What follows belongs to an exercise in optimizing a design on an open flow for small area; a production flow would make more cautious choices.
In this exercise RTL edits were held to simulation tests only and were not proved equivalent to the original.
Power figures rest on the tool's default switching activity, not on a simulated workload.

// Motor
module Motor(
	input clk,
	input rst,
	input KS_Circuit_out1,
	input KS_Circuit_out2,
	input btn3,
	input freq1,
	input freq,
	input indus,
	input indie,
	output PWM_out_L,
	output PWM_out_R,
	output GREEN,
	output RED,
	output BLUE,
	output IN1,
	output IN2,
	output IN3,
	output IN4,
	output servo,
	output LD1,
	output LD2,
	output LD3,
	output LD4,
	output LD5,
	output LD6,
	output LD7,
	output LD8
	);
export LEC_CHECK = 0
export CAP_MARGIN = 20
export CORE_MARGIN = 2
export CORE_UTILIZATION = 40
export SLEW_MARGIN = 20
create_clock -name core_clock -period 10.0 [get_ports {clk}]
standard.sh (not shown) runs the stock make flow with config.mk's settings and CLKGATE_MAP_FILE= SYNTH_SCRIPT=/design/flow/synth_recipe.tcl, a recipe that flattens the netlist after the stock synthesis.
==> flow/flow/run.sh <==
#!/bin/bash
# The standard layout (standard.sh: standard synthesis, floorplan, place,
# CTS, route, finish) with two arguments changed: the port buffers are buf_1
# cells, and clock tree synthesis uses clkbuf_8 buffers, sink clusters of at
# most 20 flip-flops within 60 um, and no dummy loads. make's full output goes
# to make_finish.log; ORFS keeps each step's own log under orfs/logs/.
set -euo pipefail
bash standard.sh \
  "BUFFER_PORTS_ARGS=-buffer_cell sky130_fd_sc_hd__buf_1" \
  "CTS_ARGS=-sink_clustering_enable -repair_clock_nets -dont_use_dummy_load -buf_list sky130_fd_sc_hd__clkbuf_4 -sink_clustering_size 8 -sink_clustering_max_diameter 40" \
  finish > make_finish.log 2>&1
==> next run, changes <==
--- a/flow/flow/run.sh
+++ b/flow/flow/run.sh
@@ -8,4 +8,4 @@
 bash standard.sh \
   "BUFFER_PORTS_ARGS=-buffer_cell sky130_fd_sc_hd__buf_1" \
-  "CTS_ARGS=-sink_clustering_enable -repair_clock_nets -dont_use_dummy_load -buf_list sky130_fd_sc_hd__clkbuf_4 -sink_clustering_size 8 -sink_clustering_max_diameter 40" \
+  "CTS_ARGS=-sink_clustering_enable -repair_clock_nets -dont_use_dummy_load -buf_list sky130_fd_sc_hd__clkbuf_8 -sink_clustering_size 24 -sink_clustering_max_diameter 50" \
   finish > make_finish.log 2>&1
=> Non-clock buffer count is unchanged; worst setup slack gains 0.0087 ns; total power grows by about 3%; final area grows by about 0.5%.
==> next run, changes <==
--- a/flow/flow/run.sh
+++ b/flow/flow/run.sh
@@ -8,4 +8,5 @@
 bash standard.sh \
   "BUFFER_PORTS_ARGS=-buffer_cell sky130_fd_sc_hd__buf_1" \
-  "CTS_ARGS=-sink_clustering_enable -repair_clock_nets -dont_use_dummy_load -buf_list sky130_fd_sc_hd__clkbuf_8 -sink_clustering_size 24 -sink_clustering_max_diameter 50" \
+  "CTS_ARGS=-sink_clustering_enable -repair_clock_nets -dont_use_dummy_load -buf_list sky130_fd_sc_hd__clkbuf_8 -sink_clustering_size 20 -sink_clustering_max_diameter 60" \
+  "RECOVER_POWER=100" \
   finish > make_finish.log 2>&1
Now the flow completed and failed the layout checks on max-capacitance violations, max-slew violations.
Sequential power hardly moves.
Global-route usage decreases by 0.32 points.
Final area shrinks by about 0.9%.
Wire length is lower by about 0.43%.
Worst hold slack is better by 0.058 ns.
Count of clock-buffer cells in the layout goes down by 9.
Cell count is lower by 0.34%.
Die area stays the same.
==> next run, changes <==
--- a/flow/flow/run.sh
+++ b/flow/flow/run.sh
@@ -9,4 +9,3 @@
   "BUFFER_PORTS_ARGS=-buffer_cell sky130_fd_sc_hd__buf_1" \
   "CTS_ARGS=-sink_clustering_enable -repair_clock_nets -dont_use_dummy_load -buf_list sky130_fd_sc_hd__clkbuf_8 -sink_clustering_size 20 -sink_clustering_max_diameter 60" \
-  "RECOVER_POWER=100" \
   finish > make_finish.log 2>&1
The changed run completed without violations. Worst hold slack barely changes. Worst setup slack gets better by 1.6 ns. Cell area hardly moves. Critical path depth is higher by 11. Via count hardly moves. Clock-buffer cell count is unchanged. First-iteration DRC count is higher by 7.6%. Flip-flop and latch count stays the same. Routed wire length barely changes. Core utilization is higher by 0.12 points. Sequential share of layout area is about the same.

---

Another version of the RTL of Motor (not shown whole).
Size: roughly 330 flip-flops.
Settings: LEC_CHECK=0, CAP_MARGIN=20, CORE_MARGIN=2, CORE_UTILIZATION=40, SLEW_MARGIN=20; clock period 10.0 ns.
==> flow/flow/run.sh <==
#!/bin/bash
# The standard layout (standard.sh: standard synthesis, floorplan, place,
# CTS, route, finish) with two arguments changed: the port buffers are buf_1
# cells, and clock tree synthesis uses clkbuf_8 buffers, sink clusters of at
# most 20 flip-flops within 60 um, and no dummy loads. make's full output goes
# to make_finish.log; ORFS keeps each step's own log under orfs/logs/.
set -euo pipefail
bash standard.sh \
  "BUFFER_PORTS_ARGS=-buffer_cell sky130_fd_sc_hd__buf_1" \
  "CTS_ARGS=-sink_clustering_enable -repair_clock_nets -dont_use_dummy_load -buf_list sky130_fd_sc_hd__clkbuf_4 -sink_clustering_size 8 -sink_clustering_max_diameter 40" \
  finish > make_finish.log 2>&1
Then changed:
--- a/flow/flow/run.sh
+++ b/flow/flow/run.sh
@@ -8,4 +8,4 @@
 bash standard.sh \
   "BUFFER_PORTS_ARGS=-buffer_cell sky130_fd_sc_hd__buf_1" \
-  "CTS_ARGS=-sink_clustering_enable -repair_clock_nets -dont_use_dummy_load -buf_list sky130_fd_sc_hd__clkbuf_4 -sink_clustering_size 8 -sink_clustering_max_diameter 40" \
+  "CTS_ARGS=-sink_clustering_enable -repair_clock_nets -dont_use_dummy_load -buf_list sky130_fd_sc_hd__clkbuf_8 -sink_clustering_size 20 -sink_clustering_max_diameter 60" \
   finish > make_finish.log 2>&1
The new run passed the timing, design-rule and antenna checks; routed wire length goes down slightly; cell count goes down slightly; register-to-register slack is better by 0.05 ns; die area does not change; power goes down slightly; maximum frequency goes up slightly; count of clock-buffer cells in the layout goes down by 27; area after synthesis stays the same; worst setup slack is better by 0.047 ns.

---

Another version of the RTL of Motor (not shown whole).
Size in the first run: roughly 2,200 cells after synthesis, about 350 flip-flops, roughly 27 I/O pins, ~0.018 mm2 of cells after synthesis.
clock: 10.0 ns
lec_check: 0
cap_margin: 20
core_margin: 2
core_utilization: 40
slew_margin: 20
==> flow/flow/run.sh <==
#!/bin/bash
set -euo pipefail
bash standard.sh "CTS_ARGS=-sink_clustering_enable -repair_clock_nets -dont_use_dummy_load -buf_list {sky130_fd_sc_hd__clkbuf_4 sky130_fd_sc_hd__clkbuf_8} -sink_clustering_size 20 -sink_clustering_max_diameter 60" finish > make_finish.log 2>&1
The starting point ran to the end with no violations.
Next try:
==> flow/flow/run.sh (replaced) <==
#!/bin/bash
# The standard layout (standard.sh: standard synthesis, floorplan, place,
# CTS, route, finish), with only the clock tree synthesis arguments changed:
# clkbuf_8 buffers, sink clusters of at most 20 flip-flops within 60 um, and
# no dummy loads. make's full output goes to make_finish.log; ORFS keeps each
# step's own log under orfs/logs/.
set -euo pipefail
bash standard.sh "CTS_ARGS=-sink_clustering_enable -repair_clock_nets -dont_use_dummy_load -buf_list sky130_fd_sc_hd__clkbuf_8 -sink_clustering_size 20 -sink_clustering_max_diameter 60" finish > make_finish.log 2>&1
After rerunning: The new run completed without violations; wire length is unchanged; power stays the same; sequential share of layout area stays the same; first-iteration DRC count is unchanged; sequential power hardly moves; non-clock buffer count stays the same; hold slack is unchanged; die area is unchanged; combinational power is about the same; register-to-register slack stays flat.
Next try:
Settings changed: CORE_UTILIZATION 40 to 65, PLACE_DENSITY set to 0.75.
Outcome: Wire length decreases by 7.2%; synthesized area is unchanged; worst setup slack improves by 0.034 ns; power decreases by 1.4%.
Next try:
==> flow/run.sh (new file) <==
#!/bin/bash
# synth_recipe.tcl (not shown) runs the flow's synth.tcl, then flattens the netlist and writes it again
# the make line also repeats each setting of config.mk as NAME=value (left out here)
make -C /OpenROAD-flow-scripts/flow DESIGN_CONFIG=/design/flow/config.mk WORK_HOME=/design/flow/orfs CLKGATE_MAP_FILE= SYNTH_SCRIPT=/design/flow/synth_recipe.tcl finish
Settings changed: CORE_UTILIZATION 65 to 40, CTS_BUF_LIST set to sky130_fd_sc_hd__clkbuf_4, PLACE_DENSITY 0.75 to not set.
removed: flow/flow/run.sh
removed: flow/standard.sh
Setup slack degrades by 0.092 ns.
Worst hold slack gets better by 0.0052 ns.
Utilization fell by 25 points.
Synthesized cell count stays the same.
Maximum frequency went down by 1.7%.
Via count grows by 3.7%.
Final cell count rose by 14%.
Global-route usage came out lower by 8.3 points.
Next try:
==> flow/flow/run.sh (new file) <==
#!/bin/bash
set -euo pipefail
bash standard.sh "CTS_ARGS=-sink_clustering_enable -repair_clock_nets -dont_use_dummy_load -buf_list sky130_fd_sc_hd__clkbuf_4" finish > make_finish.log 2>&1
==> flow/standard.sh (new file) <==
#!/bin/bash
# synth_recipe.tcl (not shown) runs the flow's synth.tcl, then flattens the netlist and writes it again
# the make line also repeats each setting of config.mk as NAME=value (left out here)
make -C /OpenROAD-flow-scripts/flow DESIGN_CONFIG=/design/flow/config.mk WORK_HOME=/design/flow/orfs CLKGATE_MAP_FILE= SYNTH_SCRIPT=/design/flow/synth_recipe.tcl "${@:-finish}"
Settings changed: CTS_BUF_LIST sky130_fd_sc_hd__clkbuf_4 to not set.
removed: flow/run.sh
Effect: Routed wire length shrinks by 0.84%; sequential share of layout area went up by 0.83 points; critical path depth is unchanged; synthesized area does not change; global-route usage goes down by 0.14 points; worst setup slack gains 0.083 ns.
Next try:
==> flow/flow/run.sh (replaced) <==
#!/bin/bash
set -euo pipefail
bash standard.sh "CTS_ARGS=-sink_clustering_enable -repair_clock_nets -dont_use_dummy_load -buf_list sky130_fd_sc_hd__clkbuf_16 -sink_clustering_size 30 -sink_clustering_max_diameter 80" finish > make_finish.log 2>&1
The new run completed with no timing, DRC or antenna violations.
Area after synthesis does not change.
Sequential share of layout area came out higher by 0.29 points.
Worst hold slack improved by 0.015 ns.
Worst setup slack degrades by 0.034 ns.
Power goes down by about 3.4%.
First-iteration DRC count drops by about 1.3%.

---

Setup of job 101:
Motor again, from the RTL that the note above started with.
clock: 10.0 ns
lec_check: 0
cap_margin: 20
core_margin: 2
core_utilization: 40
slew_margin: 20
==> flow/flow/run.sh <==
#!/bin/bash
set -euo pipefail
bash standard.sh "CTS_ARGS=-sink_clustering_enable -repair_clock_nets -dont_use_dummy_load -buf_list sky130_fd_sc_hd__clkbuf_8 -sink_clustering_size 20 -sink_clustering_max_diameter 60" finish > make_finish.log 2>&1
Setup changes, job 101 to job 102
==> flow/flow/run.sh <==
#!/bin/bash
set -euo pipefail
bash standard.sh "CTS_ARGS=-sink_clustering_enable -repair_clock_nets -dont_use_dummy_load -buf_list sky130_fd_sc_hd__clkbuf_8 -sink_clustering_size 16 -sink_clustering_max_diameter 50" finish > make_finish.log 2>&1
==> comparison <==
Worst slack on hold paths, job 101 and job 102: lower on job 102. ~same starting density of the core in job 101 and job 102. Job 102 and job 101 ended up with roughly the same detailed route wirelength on metal2. Job 102 improves on job 101 in worst voltage drop across the vdd grid. Job 102 -> job 101: storage element area delta 0, exact match. Between job 102 and job 101, the routing usage on met1 figures differ only marginally. Route | job 102 vs job 101 | wire longer in job 102. Job 102 against job 101: clock distribution power increased by 19% relative to the old numbers; count of plain and timing-repair buffers closely matched the old numbers; post-layout utilization of the core increased by 0.34 points relative to the old numbers.

---

## run C
Motor, a different RTL version from the one above (not shown whole).
Size in the first run: roughly 350 flip-flops, roughly 27 I/O pins, about 19000 µm² of cells after synthesis.
==> flow/design.v (excerpt) <==
module Motor(
	input clk,
	input rst,
	input KS_Circuit_out1,
	input KS_Circuit_out2,
	input btn3,
	input freq1,
	input freq,
	input indus,
	input indie,
	output PWM_out_L,
	output PWM_out_R,
	output GREEN,
	output RED,
	output BLUE,
	output IN1,
	output IN2,
	output IN3,
	output IN4,
	output servo,
	output LD1,
	output LD2,
	output LD3,
	output LD4,
	output LD5,
	output LD6,
	output LD7,
	output LD8
	);
wire ang_a;
wire [4:0] ang_j;
wire hold;
wire lock_a;
wire [4:0] lock_j;
wire turner;
wire superturner;
wire rotation;
wire indusoff;
wire tune;
CurrentSensor inst(.clk1(clk), .rst(rst), .KS_Circuit_out(KS_Circuit_out1), .KS_Circuit_outer(KS_Circuit_out2), .btn(btn3), .indusensor(indus), .indie(indie), .turner(turner), .superturner(superturner), .indusoff(indusoff), .IN_1(IN1), .IN_2(IN2), .IN_3(IN3), .IN_4(IN4), .rotation(rotation), .tune(tune));
Servo_Motor_PWM inst2(.clk3(clk), .rst(rst), .holder(hold), .tune(tune), .lock_a(lock_a), .lock_j(lock_j), .PWM_servo(servo), .ang_a(ang_a), .ang_j(ang_j));
Frequency_Counter inst3(.clk4(clk), .rst(rst), .freq(freq), .freq1(freq1), .ang_a(ang_a), .ang_j(ang_j), .rotation(rotation), .LED1(LD1), .LED2(LD2), .LED3(LD3), .LED4(LD4), .LED5(LD5), .LED6(LD6), .LED7(LD7), .LED8(LD8), .RED(RED), .BLUE(BLUE), .GREEN(GREEN), .PWMout_L(PWM_out_L), .PWMout_R(PWM_out_R), .holder(hold), .lock_a(lock_a), .lock_j(lock_j), .turner(turner), .superturner(superturner), .indusoff(indusoff));
endmodule
make LEC_CHECK=0 CAP_MARGIN=20 CORE_MARGIN=2 CORE_UTILIZATION=40 SLEW_MARGIN=20 finish   # period 10.0 ns
run.sh (not shown) runs the stock make flow with config.mk's settings and CLKGATE_MAP_FILE= SYNTH_SCRIPT=/design/flow/synth_recipe.tcl, a recipe that flattens the netlist after the stock synthesis.
Stock flow here: none of the scripts above is used.
Run C finished every step from synthesis to the final layout, and the layout passed the timing, design-rule and antenna checks.
Setup changes, run C to run F
- CTS_CLUSTER_SIZE now 30, previously not set
- CTS_BUF_LIST now sky130_fd_sc_hd__clkbuf_8, previously not set
[summary]
In the tables for run C and run F, routed wire length reads higher with run F.
Changes observed in run F relative to run C: worst stage delay on the critical path barely changed; critical path data arrival time climbed 90 ps; flop-to-flop setup slack dropped 30 ps; worst-margin pin slew dropped 14 ps.
Taking run C as the reference point, the worst-case clock skew of run F rises by 23 ps.
Looking at portion of total power attributed to combinational logic, run F sits 1.1 points higher than run C does.
Run F ended up with a lower total non-filler cell area in the finished layout than run C did.

## port drivers added, routing unchanged
The results above use ideal ports. As a check the final layouts listed here were re-extracted and re-timed, cells and wires unchanged. Step 1 (the two cells are an assumption about what drives the block):
set clk [get_ports {clk}]
set_driving_cell -lib_cell sky130_fd_sc_hd__clkbuf_16 $clk
set_driving_cell -lib_cell sky130_fd_sc_hd__buf_2 [delete_from_list [all_inputs] $clk]
Step 2, shift: input delay + t, output delay - t, t = (earliest + latest rising clock arrival at the registers) / 2. This alone moves slack from input paths to output paths. Slacks: no drivers / after step 1 / after step 2; pairs: no drivers / after step 1.
run | t (ns) | setup slack, ns | worst setup path at the end | slew at the worst register clock pin (ns) | pins driven straight from the clock port
the first run of note 1 | 0.812 | 4.626 / 4.626 / 4.626 | register to register | 0.10 / 0.10 | 1
the second run of note 1 | 0.631 | 4.634 / 4.634 / 4.634 | register to register | 0.12 / 0.12 | 1
the third run of note 1 | 0.651 | 3.043 / 3.037 / 2.386 | input to register | 0.12 / 0.12 | 1
the fourth run of note 1 | 0.652 | 4.636 / 4.636 / 4.636 | register to register | 0.12 / 0.12 | 1
the first run of note 2 | 0.788 | 4.859 / 4.859 / 4.859 | register to register | 0.09 / 0.09 | 1
the second run of note 2 | 0.661 | 4.906 / 4.906 / 4.906 | register to register | 0.12 / 0.12 | 1
the first run of note 3 | 0.660 | 4.678 / 4.678 / 4.678 | register to register | 0.12 / 0.12 | 1
the second run of note 3 | 0.660 | 4.678 / 4.678 / 4.678 | register to register | 0.12 / 0.12 | 1
the third run of note 3 | 0.633 | 4.712 / 4.712 / 4.712 | register to register | 0.11 / 0.11 | 1
the fourth run of note 3 | 0.836 | 4.619 / 4.619 / 4.619 | register to register | 0.08 / 0.08 | 1
the fifth run of note 3 | 0.794 | 4.702 / 4.702 / 4.702 | register to register | 0.07 / 0.07 | 1
the sixth run of note 3 | 0.587 | 4.668 / 4.668 / 4.668 | register to register | 0.11 / 0.11 | 1
job 101 | 0.660 | 4.678 / 4.678 / 4.678 | register to register | 0.12 / 0.12 | 1
job 102 | 0.650 | 4.675 / 4.675 / 4.675 | register to register | 0.09 / 0.09 | 1
run C | 0.618 | 5.099 / 5.099 / 5.099 | register to register | 0.06 / 0.06 | 1
run F | 0.669 | 5.072 / 5.072 / 5.072 | register to register | 0.06 / 0.06 | 1
The setup slack of the third run of note 1, which loses most, moves by -0.006 ns with the drivers and by -0.657 ns with both steps.
